This is an optimization exercise on Yosys and OpenROAD, whose aim is small area, a short achievable clock period and few clock cycles, not a production implementation. Power figures rest on the tool's default switching activity, not on a simulated workload.

==> flow/design.v <==
module layer1(
input clk,
input reset_n,
input waitrequest,
input readdatavalid,
input [15:0] readdata,
output chipselect,
output [1:0] byteenable,
output reg read_n,
output reg write_n,
output reg [15:0] writedata,
output reg [31:0] address,
input ready,
output reg done
);
	localparam K  = 8;           
	localparam KW = 3;           
	localparam M  = 7;           
	localparam MW = 3;           
	localparam [10:0] IC0   = 11'd992;    
	localparam [10:0] ICEND = 11'd1776;   
	localparam [6:0]  Q0    = 7'd40;      
	localparam [6:0]  QEND  = 7'd65;      
	localparam [17:0] WB0   = 18'd400;    
	localparam [17:0] ROW   = 18'd784;    
	assign chipselect = 1'b1;
	assign byteenable = 2'b11;
	reg run;                  
	reg fin;                  
	reg clr;                  
	reg wph;                  
	reg rq_img, rq_wt, rq_wr;
	wire active = rq_img | rq_wt | rq_wr;
	wire acc_ok = active & ~waitrequest;
	reg [10:0] ic;            
	reg [6:0]  q;             
	reg [17:0] wb;            
	reg [KW-1:0] kk;          
	reg [MW-1:0] ahead;       
	reg [MW-1:0] avail;       
	reg [M-1:0]  mk;
	wire [M+1:0] mkx = {mk, 2'b00};
	wire mk_cur  = mkx[avail + 1];
	wire mk_nxt  = mkx[avail];
	reg [7:0] tg;
	reg [3:0] nq;             
	wire [8:0] tgx = {tg, 1'b0};
	reg [15:0] acc [0:K-1];
	wire last_k = &kk;
	wire zc   = (avail != 0) & ~mk_cur;
	wire bc   = rq_wt & last_k & acc_ok;
	wire cons = zc | bc;
	reg rdv_q, rtg_q;
	reg [15:0] rd_q;
	wire img_resp = rdv_q & rtg_q;
	wire wt_resp  = rdv_q & ~rtg_q;
	wire nz = |rd_q;
	wire cons_pre = zc | (rq_wt & last_k);
	wire p_bit    = cons_pre ? mk_nxt : mk_cur;
	wire p_known  = cons_pre ? (avail > 1) : (avail != 0);
	wire ic_end   = rq_img ? (ic == ICEND - 1) : (ic == ICEND);
	wire [MW:0] ahead_post = ahead + rq_img - cons_pre;
	wire nxt_wt   = (rq_wt & ~last_k) | (p_known & p_bit);
	wire nxt_img  = ~nxt_wt & ~ic_end & (ahead_post < M);
	wire slot = ~active | ~waitrequest;
	wire pass_end = run & ~wph & ~active & (ic == ICEND) & (ahead == 0) &
	                (nq == 0) & ~rdv_q;
	reg [17:0] wb_step;
	always @(*) begin
		if (rq_wt & last_k)
			wb_step = 18'd1 - ROW * (K - 1);
		else if (rq_wt | rq_wr)
			wb_step = ROW;
		else
			wb_step = 18'd1;
	end
	wire [17:0] wb_sum = wb + wb_step;
	wire [15:0] acc_sum = acc[0] + rd_q;
	wire wb_en = (rq_wt & acc_ok) | (rq_wr & acc_ok & ~last_k) | (~rq_wt & ~rq_wr & zc);
	integer j;
	always @(posedge clk) begin
		if (!reset_n) begin
			run <= 1'b0;
			fin <= 1'b0;
			clr <= 1'b0;
			wph <= 1'b0;
			rq_img <= 1'b0;
			rq_wt <= 1'b0;
			rq_wr <= 1'b0;
		end else if (!run) begin
			if (fin) begin
				if (!ready) fin <= 1'b0;
			end else if (ready) begin
				run <= 1'b1;
				clr <= 1'b1;
				wph <= 1'b0;
			end
		end else begin
			if (clr) begin
				if (last_k) begin
					clr <= 1'b0;
					rq_img <= 1'b1;
				end
			end else if (slot) begin
				if (wph) begin
					if (last_k) begin
						wph <= 1'b0;
						rq_wr <= 1'b0;
						if (q == QEND - 1) begin
							run <= 1'b0;
							fin <= 1'b1;
						end else begin
							rq_img <= 1'b1;
						end
					end
				end else if (pass_end) begin
					wph <= 1'b1;
					rq_wr <= 1'b1;
				end else begin
					rq_wt <= nxt_wt;
					rq_img <= nxt_img;
				end
			end
		end
	end
	always @(posedge clk) begin
		if (!run) begin
			ic <= IC0;
			q <= Q0;
			wb <= WB0;
			kk <= 0;
			ahead <= 0;
			avail <= 0;
			nq <= 0;
		end else begin
			if (rq_img & acc_ok)
				ic <= ic + 1'b1;
			else if (wph & acc_ok & last_k)
				ic <= IC0;
			if (rq_wr & acc_ok & last_k)
				q <= q + 1'b1;
			if (wb_en)
				wb <= wb_sum;
			if (((rq_wt | rq_wr) & acc_ok) | clr)
				kk <= kk + 1'b1;
			ahead <= ahead + (rq_img & acc_ok) - cons;
			avail <= avail + img_resp - cons;
			nq <= nq + ((rq_img | rq_wt) & acc_ok) - readdatavalid;
		end
	end
	always @(posedge clk) begin
		if ((rq_img | rq_wt) & acc_ok)
			tg <= {tg[6:0], rq_img};
		rdv_q <= readdatavalid & run;
		rtg_q <= tgx[nq];
		rd_q <= readdata;
		if (img_resp)
			mk <= {mk[M-2:0], nz};
	end
	always @(posedge clk) begin
		if (wt_resp | clr | (rq_wr & acc_ok)) begin
			for (j = 0; j < K - 1; j = j + 1)
				acc[j] <= acc[j + 1];
			acc[K - 1] <= wt_resp ? acc_sum : 16'd0;
		end
	end
	always @(*) begin
		read_n = ~(rq_img | rq_wt);
		write_n = ~rq_wr;
		address = ({32{rq_img}} & {12'd0, 8'h92, ic, 1'b0}) |
		          ({32{rq_wt}}  & {13'd0, wb, 1'b0}) |
		          ({32{rq_wr}}  & {12'd0, 9'hC3, q, kk, 1'b0});
		writedata = acc[0];
		done = fin & ready;
	end
endmodule
Settings: LEC_CHECK=0, ABC_CLOCK_PERIOD_IN_PS=2500, CAP_MARGIN=20, CORE_MARGIN=2, CORE_UTILIZATION=40, PLACE_DENSITY=0.6, SETUP_SLACK_MARGIN=2.4, SLEW_MARGIN=20; clock period 5.0 ns.
run.sh (not shown) runs the stock make flow with config.mk's settings and CLKGATE_MAP_FILE= SYNTH_SCRIPT=/design/flow/synth_recipe.tcl, a recipe that flattens the netlist after the stock synthesis.
Change:
--- a/flow/design.v
+++ b/flow/design.v
@@ -51,9 +51,8 @@
 	wire bc   = rq_wt & last_k & acc_ok;
 	wire cons = zc | bc;
-	reg rdv_q, rtg_q;
-	reg [15:0] rd_q;
-	wire img_resp = rdv_q & rtg_q;
-	wire wt_resp  = rdv_q & ~rtg_q;
-	wire nz = |rd_q;
+	wire rtg      = tgx[nq];
+	wire img_resp = readdatavalid & rtg;
+	wire wt_resp  = readdatavalid & ~rtg;
+	wire nz = |readdata;
 	wire cons_pre = zc | (rq_wt & last_k);
 	wire p_bit    = cons_pre ? mk_nxt : mk_cur;
@@ -65,5 +64,5 @@
 	wire slot = ~active | ~waitrequest;
 	wire pass_end = run & ~wph & ~active & (ic == ICEND) & (ahead == 0) &
-	                (nq == 0) & ~rdv_q;
+	                (nq == 0);
 	reg [17:0] wb_step;
 	always @(*) begin
@@ -76,5 +75,5 @@
 	end
 	wire [17:0] wb_sum = wb + wb_step;
-	wire [15:0] acc_sum = acc[0] + rd_q;
+	wire [15:0] acc_sum = acc[0] + readdata;
 	wire wb_en = (rq_wt & acc_ok) | (rq_wr & acc_ok & ~last_k) | (~rq_wt & ~rq_wr & zc);
 	integer j;
@@ -152,7 +151,4 @@
 		if ((rq_img | rq_wt) & acc_ok)
 			tg <= {tg[6:0], rq_img};
-		rdv_q <= readdatavalid & run;
-		rtg_q <= tgx[nq];
-		rd_q <= readdata;
 		if (img_resp)
 			mk <= {mk[M-2:0], nz};
Effect: The new run finished clean; sequential power grows by about 16%; sequential cell count shrinks by 18; routed wire length grows by about 1.3%; clock-buffer cell count goes down by 11; synthesized cell count came out lower by about 2.6%; power rises by about 10%.
No run of this note included a check of the RTL's function; only the layout flow was run.

## separate check: timing with driven ports
How much do the figures lean on ideal ports? The routed layouts below were timed once more, with nothing changed but the port constraints.
Step 1 (the two cells are an assumption about what drives the block):
set clk [get_ports {clk}]
set_driving_cell -lib_cell sky130_fd_sc_hd__clkbuf_16 $clk
set_driving_cell -lib_cell sky130_fd_sc_hd__buf_2 [delete_from_list [all_inputs] $clk]
Step 2 times the ports against the registers' clock, not the clock port: input delays grow and output delays shrink by t, the midpoint of the rising clock arrivals with the driver on.
a / b / c = ideal ports / drivers / drivers and shift; a / b = the first two.
run	t (ns)	setup WS [ns]	worst setup path at the end	slew at the worst register clock pin (ns)	pins driven straight from the clock port
the first run	0.573	2.266 / 2.266 / 1.926	input to register	0.06 / 0.06	1
the second run	0.475	2.276 / 2.276 / 1.861	input to register	0.09 / 0.09	1
After both steps setup and hold are still met in every run listed. For the second run, which loses most, drivers alone change the setup slack by 0.000 ns; drivers and shift together by -0.415 ns.
